This design comes from an exercise in tuning for small area and a short achievable clock period on the open sky130 flow, not from production work. At most, simulation tests tie the RTL to the original design; equivalence was not proved. Power figures rest on the tool's default switching activity, not on a simulated workload.

Design fp32_mul, start of the top module:
module fp32_mul(
    input wire clk,
    input wire [31:0] a,         
    input wire [31:0] b,         
    input wire [2:0] rm,         
    output reg [31:0] result,    
    output wire nv,              
    output wire of,              
    output wire uf,              
    output wire nx               
);
For scale: roughly 2600 cells after synthesis, ~250 flip-flops, ~100 I/O pins.
==> flow/config.mk <==
export PLATFORM = sky130hd
export DESIGN_NAME = fp32_mul
export DESIGN_NICKNAME = fp32_mul
export VERILOG_FILES = /design/flow/design.v
export SDC_FILE = /design/flow/constraint.sdc
export NUM_CORES = 4
export LEC_CHECK = 0
export CAP_MARGIN = 20
export CORE_MARGIN = 2
export CORE_UTILIZATION = 40
export SETUP_SLACK_MARGIN = 3.9
export SLEW_MARGIN = 20
export SYNTH_HIERARCHICAL = 1
==> flow/constraint.sdc <==
create_clock -name core_clock -period 8.2 [get_ports {clk}]
set_input_delay 1.6400 -clock core_clock [delete_from_list [all_inputs] [get_ports {clk}]]
set_output_delay 1.6400 -clock core_clock [all_outputs]
set_load 0.01 [all_outputs]
run.sh (not shown) runs the stock make flow with config.mk's settings and CLKGATE_MAP_FILE= SYNTH_SCRIPT=/design/flow/synth_recipe.tcl, a recipe that flattens the netlist after the stock synthesis.
==> next run, changes <==
--- a/flow/design.v
+++ b/flow/design.v
@@ -1970,13 +1970,13 @@
     always @(posedge clk) begin
         s3_mant <= s2_mant;
         s3_g <= s2_g;
         s3_rest <= s2_rest;
         s3_hi <= hi;
         s3_sign <= s2_sign;
-        s3_exp <= s2_exp_le0 ? 8'd0 : s2_exp;
+        s3_exp <= s2_exp;
         s3_exp_le0 <= s2_exp_le0;
         s3_exp_ge255 <= s2_exp_ge255;
         s3_exp_eq254 <= s2_exp_eq254;
         s3_m_rne <= s2_m_rne;
         s3_m_rmm <= s2_m_rmm;
         s3_m_away <= s2_m_away;
@@ -2001,17 +2001,16 @@
     wire ovf_late = ~s3_exp_le0 & s3_exp_eq254 & ~s3_hi & round_carry;
     wire ovf = ovf_early | ovf_late;
     wire fixed = special | ovf_early;
     wire [7:0] fixed_exp = s3_is_zero & ~s3_is_nan & ~s3_is_inf ? 8'h00 :
                            (~special & of_to_max) ? 8'hfe : 8'hff;
     wire [22:0] fixed_mant = s3_is_nan ? 23'h400000 : (~special & of_to_max) ? {23{1'b1}} : 23'b0;
-    wire [7:0] exp_up;
-    fp32_mul_inc8 u_exp_up (.x(s3_exp), .y(exp_up));
-    wire exp_sel = s3_exp_le0 ? rounded[23] : carry;
-    wire [7:0] res_exp = exp_sel ? exp_up : s3_exp;
-    wire [22:0] res_mant = rounded[22:0];
+    wire [7:0] res_exp = ovf_late ? (of_to_max ? 8'hfe : 8'hff) :
+                         s3_exp_le0 ? {7'b0, rounded[23]} :
+                         carry ? s3_exp + 8'd1 : s3_exp;
+    wire [22:0] res_mant = rounded[22:0] | {23{ovf_late & of_to_max}};
     assign nv = s3_invalid;
     assign of = ~special & ovf;
     assign uf = ~special & s3_exp_le0 & ~rounded[23] & inexact;
     assign nx = ~special & (inexact | ovf);
     always @* begin
         result[31] = s3_sign & ~s3_is_nan;
@@ -2098,18 +2097,12 @@
     assign ab[20] = p47;
     assign ab[21] = p48;
     assign ab[22] = p49;
     assign ab[23] = p50;
     assign ab[24] = p51;
 endmodule
-module fp32_mul_inc8(
-    input wire [7:0] x,
-    output wire [7:0] y
-);
-    assign y = x + 8'd1;
-endmodule
 `default_nettype wire
 module fp32_mul_fa(
     input wire x,
     input wire y,
     input wire z,
     output wire s,
Routed wire length is higher by a few percent.
Worst setup slack loses 0.23 ns.
Cell count increases slightly.
Total power is about the same.
Non-clock buffer count rose by 80.
Combinational power stays flat.
Hold slack is better by 0.0033 ns.
Die area went down slightly.
Synthesized area went down slightly.
Count of clock-buffer cells in the layout goes up by 3.
Design area came out higher by a few percent.
Clock skew stays flat.
Via count went up by a few percent.
No run of this note included a check of the RTL's function; only the layout flow was run.

* * *

Another version of the RTL of fp32_mul (not shown whole).
For scale: about 2600 cells after synthesis.
// fp32_mul
module fp32_mul(
    input wire clk,
    input wire [31:0] a,         
    input wire [31:0] b,         
    input wire [2:0] rm,         
    output reg [31:0] result,    
    output wire nv,              
    output wire of,              
    output wire uf,              
    output wire nx               
);
    function [4:0] msb_index;
        input [31:0] x;
        reg [15:0] x16;
        reg [7:0] x8;
        reg [3:0] x4;
        reg [1:0] x2;
        begin
            msb_index[4] = |x[31:16];
            x16 = msb_index[4] ? x[31:16] : x[15:0];
            msb_index[3] = |x16[15:8];
            x8 = msb_index[3] ? x16[15:8] : x16[7:0];
            msb_index[2] = |x8[7:4];
            x4 = msb_index[2] ? x8[7:4] : x8[3:0];
            msb_index[1] = |x4[3:2];
            x2 = msb_index[1] ? x4[3:2] : x4[1:0];
            msb_index[0] = x2[1];
        end
    endfunction
    function [4:0] lsb_index;
        input [31:0] x;
        reg [15:0] x16;
        reg [7:0] x8;
        reg [3:0] x4;
        reg [1:0] x2;
        begin
            lsb_index[4] = ~|x[15:0];
            x16 = lsb_index[4] ? x[31:16] : x[15:0];
            lsb_index[3] = ~|x16[7:0];
            x8 = lsb_index[3] ? x16[15:8] : x16[7:0];
            lsb_index[2] = ~|x8[3:0];
            x4 = lsb_index[2] ? x8[7:4] : x8[3:0];
            lsb_index[1] = ~|x4[1:0];
            x2 = lsb_index[1] ? x4[3:2] : x4[1:0];
            lsb_index[0] = ~x2[0];
        end
    endfunction
  ...
Settings: LEC_CHECK=0, CAP_MARGIN=20, CORE_MARGIN=2, CORE_UTILIZATION=40, SETUP_SLACK_MARGIN=3.9, SLEW_MARGIN=20, SYNTH_HIERARCHICAL=1; clock period 8.2 ns.
The first run completed without violations.
Change:
--- a/flow/design.v
+++ b/flow/design.v
@@ -2001,23 +2001,21 @@
     wire of_to_max = ~(s3_m_rne | s3_m_rmm | s3_m_away);
     wire ovf_early = ~s3_exp_le0 & (s3_exp_ge255 | (s3_exp_eq254 & s3_hi));
     wire ovf_late = ~s3_exp_le0 & s3_exp_eq254 & ~s3_hi & round_carry;
     wire ovf = ovf_early | ovf_late;
     wire fixed = special | ovf_early;
     wire [7:0] fixed_exp = s3_is_zero & ~s3_is_nan & ~s3_is_inf ? 8'h00 :
                            (~special & of_to_max) ? 8'hfe : 8'hff;
     wire [22:0] fixed_mant = s3_is_nan ? 23'h400000 : (~special & of_to_max) ? {23{1'b1}} : 23'b0;
     wire [7:0] exp_up;
     fp32_mul_inc8 u_exp_up (.x(s3_exp), .y(exp_up));
-    wire low_ones;
-    fp32_mul_and23 u_and23 (.m(s3_mant[22:0]), .y(low_ones));
-    wire exp_sel = (s3_exp_le0 ? s3_mant[23] : s3_hi) | (round_up & low_ones);
+    wire exp_sel = s3_exp_le0 ? rounded[23] : carry;
     wire [7:0] res_exp = exp_sel ? exp_up : s3_exp;
     wire [22:0] res_mant = rounded[22:0];
     assign nv = s3_invalid;
     assign of = ~special & ovf;
     assign uf = ~special & s3_exp_le0 & ~rounded[23] & inexact;
     assign nx = ~special & (inexact | ovf);
     always @* begin
         result[31] = s3_sign & ~s3_is_nan;
         result[30:23] = fixed ? fixed_exp : res_exp;
         result[22:0] = fixed ? fixed_mant : res_mant;
@@ -2120,45 +2118,20 @@
     genvar gq;
     generate
         for (gq = 0; gq < 6; gq = gq + 1) begin : g_q
             fp32_mul_nand4 u_n4 (.a(m[4*gq]), .b(m[4*gq+1]), .c(m[4*gq+2]), .d(m[4*gq+3]), .y(n4[gq]));
         end
     endgenerate
     fp32_mul_nor3 u_o0 (.a(n4[0]), .b(n4[1]), .c(n4[2]), .y(o3[0]));
     fp32_mul_nor3 u_o1 (.a(n4[3]), .b(n4[4]), .c(n4[5]), .y(o3[1]));
     assign y = o3[0] & o3[1];
 endmodule
-module fp32_mul_and23(
-    input wire [22:0] m,
-    output wire y
-);
-    wire [5:0] n4;
-    wire [1:0] o3;
-    genvar gq;
-    generate
-        for (gq = 0; gq < 5; gq = gq + 1) begin : g_q
-            fp32_mul_nand4 u_n4 (.a(m[4*gq]), .b(m[4*gq+1]), .c(m[4*gq+2]), .d(m[4*gq+3]), .y(n4[gq]));
-        end
-    endgenerate
-    fp32_mul_nand3 u_n3 (.a(m[20]), .b(m[21]), .c(m[22]), .y(n4[5]));
-    fp32_mul_nor3 u_o0 (.a(n4[0]), .b(n4[1]), .c(n4[2]), .y(o3[0]));
-    fp32_mul_nor3 u_o1 (.a(n4[3]), .b(n4[4]), .c(n4[5]), .y(o3[1]));
-    assign y = o3[0] & o3[1];
-endmodule
-module fp32_mul_nand3(
-    input wire a,
-    input wire b,
-    input wire c,
-    output wire y
-);
-    assign y = ~(a & b & c);
-endmodule
 module fp32_mul_nand4(
     input wire a,
     input wire b,
     input wire c,
     input wire d,
     output wire y
 );
     assign y = ~(a & b & c & d);
 endmodule
 module fp32_mul_nor3(
After rerunning:
- setup slack got worse by 0.081 ns
- sequential share of layout area rises by 0.20 points
- final cell count decreases by 1.4%
- clock-buffer cell count rises by 5
- total power shrinks by 5.0%
- sequential cell count stays the same
- critical path depth decreases by 1
- synthesized area is lower by 0.72%
No functional check of the RTL was part of the second run of this note.

-- port drivers added, routing unchanged --
Ports are ideal in the flow. The routed layouts listed here were re-timed in OpenROAD.
Step 1, drivers: a clkbuf_16 drives clk and a buf_2 each remaining input, both assumed.
Step 2 also shifts input and output timing later by t, the mid clock arrival at the registers, as if the neighbouring blocks saw the same clock.
a / b / c = ideal ports / drivers / drivers and shift; a / b = the first two.
| run | t, ns | slack for setup (ns) | hold WS [ns] | worst slew at a driven data input, ns |
|---|---|---|---|---|
| the first run of note 1 | 0.625 | 3.786 / 3.721 / 3.547 | 0.322 / 0.322 / 0.322 | 0.05 |
| the second run of note 1 | 0.619 | 3.560 / 3.500 / 3.501 | 0.325 / 0.325 / 0.325 | 0.04 |
| the first run of note 2 | 0.646 | 3.883 / 3.879 / 3.531 | 0.327 / 0.327 / 0.327 | 0.05 |
| the second run of note 2 | 0.633 | 3.802 / 3.742 / 3.482 | 0.325 / 0.325 / 0.325 | 0.06 |
After both steps every run listed still meets setup and hold. For the first run of note 2, which loses most, drivers alone change the setup slack by -0.004 ns; drivers and shift together by -0.352 ns.
